Source: an optimization exercise on an open RTL-to-GDS flow (aim: small area and a short achievable clock period). Production flows keep margins and buffers that such runs may drop. The RTL of this run was laid out without a check of its function.

==> flow/design.v <==
module output_fifo(
  input              i_clk,
  input  [15:0]      i_we,
  input  [31:0]      i_wdata,
  output [32*16-1:0] o_taps
);
genvar i;
generate
    for (i = 0; i < 128; i = i + 1) begin : g_w
        reg [31:0] w;
    end
    for (i = 0; i < 128; i = i + 1) begin : g_sh
        if (i % 8 == 0) begin : g_wr
            always @(posedge i_clk)
                g_w[i].w <= i_we[i/8] ? i_wdata : g_w[(i+1)%128].w;
        end else begin : g_mv
            always @(posedge i_clk)
                g_w[i].w <= g_w[(i+1)%128].w;
        end
    end
    for (i = 0; i < 16; i = i + 1) begin : g_tap
        assign o_taps[32*i +: 32] = g_w[8*i+2].w;
    end
endgenerate
endmodule
module mulitiplier(
input             i_clk,
input             i_rst_n,
input [31:0]      i_data,
input             i_data_valid,
output reg [31:0] o_data,
output reg        o_data_valid
);
wire signed [15:0] realPart  = i_data[15:0];
wire signed [15:0] imagePart = i_data[31:16];
always @(posedge i_clk) begin
    o_data       <= imagePart*imagePart + realPart*realPart;
    o_data_valid <= i_rst_n & i_data_valid;
end
endmodule
module output_ctrl(
input              i_clk,
input              i_rst_n,
input              i_in_v,
input  [6:0]       i_ph,
input  [32*16-1:0] i_taps,
output [31:0]      o_data,
output reg         o_data_valid,
input              i_data_ready
);
reg  [8:0]  nin;                
reg         act;                
reg  [6:0]  rc;                 
reg         fe;                 
reg  [3:0]  oj;
reg  [29:0] od;
wire [6:0]  ooff = rc - i_ph - 7'd3;
wire        fire = act & ~o_data_valid & ~fe & (ooff[2:0] == 3'd0);
wire [15:0] osel = 16'd1 << oj;
reg [29:0] omux;
integer m;
always @(*) begin
    omux = 30'd0;
    for (m = 0; m < 16; m = m + 1)
        omux = omux | (i_taps[32*m+2 +: 30] & {30{osel[m]}});
end
always @(posedge i_clk) begin
    if (!i_rst_n) begin
        nin          <= 9'd0;
        act          <= 1'b0;
        rc           <= 7'd0;
        fe           <= 1'b0;
        o_data_valid <= 1'b0;
    end else begin
        if (i_in_v)
            nin <= nin + 9'd1;
        fe <= fire;
        if (fe)
            o_data_valid <= 1'b1;
        else if (o_data_valid & i_data_ready) begin
            o_data_valid <= 1'b0;
            rc <= rc + 7'd1;
            if (rc == 7'd127)
                act <= 1'b0;
        end
        if (i_in_v & (nin == 9'd511))
            act <= 1'b1;
    end
    oj <= ooff[6:3];
    if (fe)
        od <= omux;
end
assign o_data = {od[29], od[29], od};
endmodule
module fft_computer(
input        i_clk,
input        i_rst_n,
input        i_data_valid,
input [31:0] i_data,
output       o_data_ready,
output       o_data_valid,
output [31:0]o_data,
input        i_data_ready
);
assign o_data_ready = 1'b1;
reg        in_v;
reg [31:0] in_d;
always @(posedge i_clk) begin
    in_v <= i_rst_n & i_data_valid;
    in_d <= i_data;
end
wire [31:0] pw;
wire        pw_v;
mulitiplier mult (
    .i_clk(i_clk),
    .i_rst_n(i_rst_n),
    .i_data(in_d),
    .i_data_valid(in_v),
    .o_data(pw),
    .o_data_valid(pw_v)
);
reg [6:0] ph;
always @(posedge i_clk)
    ph <= i_rst_n ? ph + 7'd1 : 7'd0;
reg [31:0] dl [0:7];
reg [7:0]  dv;
reg [8:0]  pc;                  
wire [6:0] off  = pc[6:0] - ph - 7'd3;    
wire       take = (|dv) & (off[2:0] == 3'd0);
wire [7:0] old;                 
genvar k;
generate
    for (k = 0; k < 8; k = k + 1) begin : g_old
        if (k == 7) begin : g_top
            assign old[k] = dv[k];
        end else begin : g_low
            assign old[k] = dv[k] & ~(|dv[7:k+1]);
        end
    end
endgenerate
reg [31:0] psel;
integer m;
always @(*) begin
    psel = 32'd0;
    for (m = 0; m < 8; m = m + 1)
        psel = psel | (dl[m] & {32{old[m]}});
end
reg        go, f0;
reg [3:0]  jr;
reg [31:0] pd;
always @(posedge i_clk) begin
    dl[0] <= pw;
    for (m = 1; m < 8; m = m + 1)
        dl[m] <= dl[m-1];
    if (!i_rst_n) begin
        dv <= 8'd0;
        pc <= 9'd0;
        go <= 1'b0;
    end else begin
        dv <= {dv[6:0] & ~(old[6:0] & {7{take}}), pw_v};
        if (take)
            pc <= pc + 9'd1;
        go <= take;
    end
    jr <= off[6:3];
    f0 <= (pc[8:7] == 2'd0);
    pd <= psel;
end
wire [32*16-1:0] rtap;           
wire [15:0]      rsel = (go & ~f0) ? (16'd1 << jr) : 16'd0;
reg  [31:0]      rd;
always @(*) begin
    rd = 32'd0;
    for (m = 0; m < 16; m = m + 1)
        rd = rd | (rtap[32*m +: 32] & {32{rsel[m]}});
end
reg        go2;
reg [3:0]  j2;
reg [31:0] sum;
always @(posedge i_clk) begin
    go2 <= i_rst_n & go;
    j2  <= jr;
    sum <= rd + pd;
end
wire [15:0] we = go2 ? (16'd1 << j2) : 16'd0;
output_fifo ring (
    .i_clk(i_clk),
    .i_we(we),
    .i_wdata(sum),
    .o_taps(rtap)
);
output_ctrl ctrl (
    .i_clk(i_clk),
    .i_rst_n(i_rst_n),
    .i_in_v(in_v),
    .i_ph(ph),
    .i_taps(rtap),
    .o_data(o_data),
    .o_data_valid(o_data_valid),
    .i_data_ready(i_data_ready)
);
endmodule
==> flow/run.sh <==
#!/bin/bash
# synth_recipe.tcl (not shown) runs the flow's synth.tcl, then flattens the netlist and writes it again
# the make line also repeats each setting of config.mk as NAME=value (left out here)
make -C /OpenROAD-flow-scripts/flow DESIGN_CONFIG=/design/flow/config.mk WORK_HOME=/design/flow/orfs CLKGATE_MAP_FILE= SYNTH_SCRIPT=/design/flow/synth_recipe.tcl finish
==> flow/config.mk <==
export PLATFORM = sky130hd
export DESIGN_NAME = fft_computer
export DESIGN_NICKNAME = fft_computer
export VERILOG_FILES = /design/flow/design.v
export SDC_FILE = /design/flow/constraint.sdc
export NUM_CORES = 4
export LEC_CHECK = 0
export CAP_MARGIN = 20
export CORE_MARGIN = 2
export CORE_UTILIZATION = 45
export SLEW_MARGIN = 20
export SYNTH_MEMORY_MAX_BITS = 8192
==> flow/constraint.sdc <==
create_clock -name core_clock -period 10.0 [get_ports {i_clk}]
set_input_delay 2.0000 -clock core_clock [delete_from_list [all_inputs] [get_ports {i_clk}]]
set_output_delay 2.0000 -clock core_clock [all_outputs]
set_load 0.01 [all_outputs]
==> run_results.csv <==
group,metric,value,unit
placed_design,detailed_place_hpwl,172000,um
critical_path,worstPathBufferInverterCount,7,
global_routing,grt_antenna_before_repair,14,
global_routing,grt_pass1_wl,422000,um
synth,async_sr_flop_fraction,0,
placed_design,finalWeightedCongestion,0.846,
min_path,hold_path_end,"ring.g_w[22].w[9]$_DFF_P_",
route,drt_iter0_drc,5155,
placed_design,placed_cell_area,0.131,mm2
min_path,hold_path_class,"flop to flop",
sta,worst_pin_slew,1.31,ns
route,drc_errors,0,
final_layout,post-route-cell-area,0.145,mm2
synth,mappedNetlistNets,9118,
global_routing,grt_usage,0.200,
global_routing,grt_pass1_vias,63900,
final_layout,layout.nets,9406,
global_routing,grt_start_max_net_pins,67,
floorplan,floorplan.rows,193,
final_layout,leading_cell_types_in_the_layout_fill_and_taps_excluded,"4,537 x sky130_fd_sc_hd__dfxtp_1, 694 x sky130_fd_sc_hd__inv_1, 525 x sky130_fd_sc_hd__fa_1, 514 x sky130_fd_sc_hd__mux2_2, 412 x sky130_fd_sc_hd__clkbuf_16",
clocking,clk_pin_slew,0.07,ns
critical_path,slowest_stage_cell_crit_path,"sky130_fd_sc_hd__dfxtp_1",
route,detail_route.first_pass.iterations,7,
critical_path,worst-endpoint-required,10.79,ns
min_path,min-delay-start,"ring.g_w[23].w[9]$_DFF_P_",
sta,rsz_0062_raised_after_global_routing,"false",
sta,fin_crit_sh,0.798,
route,num_vias,62200,
clocking,clk-insertion-delay-late,0.96,ns
synth,synth_edf_count,30,
critical_path,crit_top_cell,"sky130_fd_sc_hd__fa_1",
synth,post-synth-top-area-cell,"sky130_fd_sc_hd__dfxtp_1",
clocking,tritoncts_num_sinks,4570,
clocking,htree_num_levels,5,
critical_path,crit_type,"flop to flop",
synth,synthesis.area,0.125,mm2
final_layout,layout.cells.most_common,"sky130_fd_sc_hd__dfxtp_1",
critical_path,worstRegToRegCells,26,
global_routing,globalRouteOverflowTotal,0,
sta,finalHoldViolCount,0,
synth,yosys_warnings,5,
critical_path,worst_path_largest_cell_delay,0.78,ns
synth,ys_seq_elements,4570,
synth,ys_dominant_reg_cell,"sky130_fd_sc_hd__dfxtp_1",
sta,timing.final.crit_period,7.98,ns
synth,yosys-top-cells-area,"sky130_fd_sc_hd__dfxtp_1 73%, sky130_fd_sc_hd__fa_1 8.4%, sky130_fd_sc_hd__mux2_2 4.6%, sky130_fd_sc_hd__inv_1 2.1%, sky130_fd_sc_hd__ha_1 2.0%",
sta,setup_violations,0,
synth,post_synth_cell_types,66,
route,wl,289000,um
critical_path,crit_end_element,"flop",
synth,synth_cells,8358,
sta,achievable_clock_frequency,125,MHz
min_path,hold_critical_path_depth,0,
floorplan,chipWidth,532,um
final_layout,area_growth_syn_to_layout,15.6,%
clocking,ctsHoldBuffers,0,
sta,maxSlewViolCount,0,
floorplan,floorplan.initialDensity,0.453,
clocking,cts-resized-gates,0,
placed_design,port_buffers,68,
sta,timing.slew.headroom,0.122,
synth,yosysSeqAreaShare,0.732,
final_layout,post_route_cells_drive_above_1_share,0.148,
critical_path,timing.critical_path.fanout_max,18,
floorplan,floorplan.die_area,0.283,mm2
critical_path,r2r-start,"in_d[18]$_DFF_P_",
floorplan,io_pins,70,
critical_path,r2r_setup_slk,2.02,ns
synth,mean_area_per_synthesized_cell,15.0,um2
run,max_cap_viol_count,0,
sta,fin_tns_setup,0,ns
sta,finalClockSkew,0.115,ns
critical_path,worstPathArrival,8.77,ns
route,viasPerCell,4.90,
route,wl_per_cell,22.7,um
clocking,cts-buffers-inserted,408,
critical_path,cp_top_family,"adder cells",
critical_path,critical_path.reg2reg.endpoint,"mult.o_data[30]$_DFF_P_",
floorplan,die_ht,532,um
clocking,clock_tree_from_tritoncts,"built",
route,ant_nets,0,
clocking,cts.repair_timing.setup_buffer_count,0,
clocking,cts.root.buffer_cell,"sky130_fd_sc_hd__clkbuf_16",
critical_path,critPathLaunchType,"flop",
outcome,run_status,"timing/DRC/antenna clean",
floorplan,coreArea,0.277,mm2
synth,yosys.area.top_type_share,0.725,
clocking,clock_path_buffers,4,
## cell usage after synthesis (59+ instances only)
library cell / number
sky130_fd_sc_hd__clkbuf_1: 253
sky130_fd_sc_hd__a22o_1: 248
sky130_fd_sc_hd__fa_1: 525
sky130_fd_sc_hd__a21oi_1: 59
sky130_fd_sc_hd__mux2_2: 514
sky130_fd_sc_hd__nor2_1: 133
sky130_fd_sc_hd__nand4_1: 71
sky130_fd_sc_hd__ha_1: 199
sky130_fd_sc_hd__xnor2_1: 91
sky130_fd_sc_hd__a221o_1: 96
sky130_fd_sc_hd__nand2_1: 178
sky130_fd_sc_hd__a221oi_1: 250
sky130_fd_sc_hd__dfxtp_1: 4540
sky130_fd_sc_hd__inv_1: 694
sky130_fd_sc_hd__and2_1: 126
## worst max-delay path by stage
stage                     startpoint                      end  cells past startpoint  slack [ns]
finish              in_d[18]$_DFF_P_  mult.o_data[30]$_DFF_P_                     26        2.02
global route        in_d[18]$_DFF_P_  mult.o_data[29]$_DFF_P_                     25        1.57
CTS                 in_d[31]$_DFF_P_  mult.o_data[30]$_DFF_P_                     22        1.96
detailed placement  in_d[31]$_DFF_P_  mult.o_data[30]$_DFF_P_                     22        1.98
global placement    in_d[18]$_DFF_P_  mult.o_data[30]$_DFF_P_                     26        1.96
floorplan           in_d[15]$_DFF_P_  mult.o_data[30]$_DFF_P_                     25        2.61
## routing by layer
layer / global-route usage / wire, um / vias to the layer above
met3: 0.0443 / 20300 / 809
met4: 0.0887 / 12900 / 6
met1: 0.273 / 129000 / 30900
li1: - / - / 28100
met5: 0 / 29 / -
met2: 0.307 / 126000 / 2427
## cell families (layout without fill, tap and decap cells)
kind of cell / after synthesis / count (layout) / synth area share
xor+xnor: 114 / 114 / 0.00797
other cells: 2 / 9 / 0.0000599
fa+ha+maj: 724 / 724 / 0.104
buf+inv: 968 / 1593 / 0.0291
flops: 4570 / 4570 / 0.732
compound gates: 811 / 811 / 0.0541
simple gates: 651 / 651 / 0.0262
mux: 518 / 518 / 0.0465
## final cells by class
class,instances,area (um2)
Inverter,694,2610
Fill cell,22700,132000
Multi-Input combinational cell,2820,30200
Clock inverter,164,2330
Clock buffer,583,11900
Tap cell,3705,4640
Sequential cell,4570,91800
Timing Repair Buffer,152,1370
Antenna cell,7,17.5
## state kept, by name (all words and copies together) (netlist names), 7 cells and up
register	cells
dl	256
dv	8
pc	9
ring.g_w.w	4096
in_d	32
ctrl.rc	7
sum	32
ctrl.od	30
mult.o_data	32
pd	32
ctrl.nin	9
ph	7
## per-stage QoR
stage / cells / hold slack [ns] / setup WS [ns] / util
finish: 12700 / 0.250 / 2.02 / 0.523
global route: 12700 / 0.253 / 1.57 / 0.523
CTS: 12700 / 0.244 / 1.96 / 0.523
detailed placement: 11900 / 0.312 / 1.98 / 0.472
global placement: 11900 / 0.309 / 1.96 / 0.472
floorplan: 8358 / 0.310 / 2.61 / -

==> port drivers added, routing unchanged <==
Ports are ideal in the flow. The routed layout listed here was re-timed in OpenROAD.
Step 1, drivers: a clkbuf_16 drives i_clk and a buf_2 each remaining input, both assumed.
Step 2, shift: input delay + t, output delay - t, t = (earliest + latest rising clock arrival at the registers) / 2. This alone moves slack from input paths to output paths.
Three values: ideal, step 1, step 2; two values: the first two.
t (ns): 0.996
setup slack, ns: 2.024 / 2.024 / 2.024
worst setup path after step 2: register to register
worst data-port slew with drivers (ns): 0.08
cell pins on the clock port's net: 1
After both steps setup and hold are still met in this run. For this run, drivers alone change the setup slack by 0.000 ns; drivers and shift together by 0.000 ns.
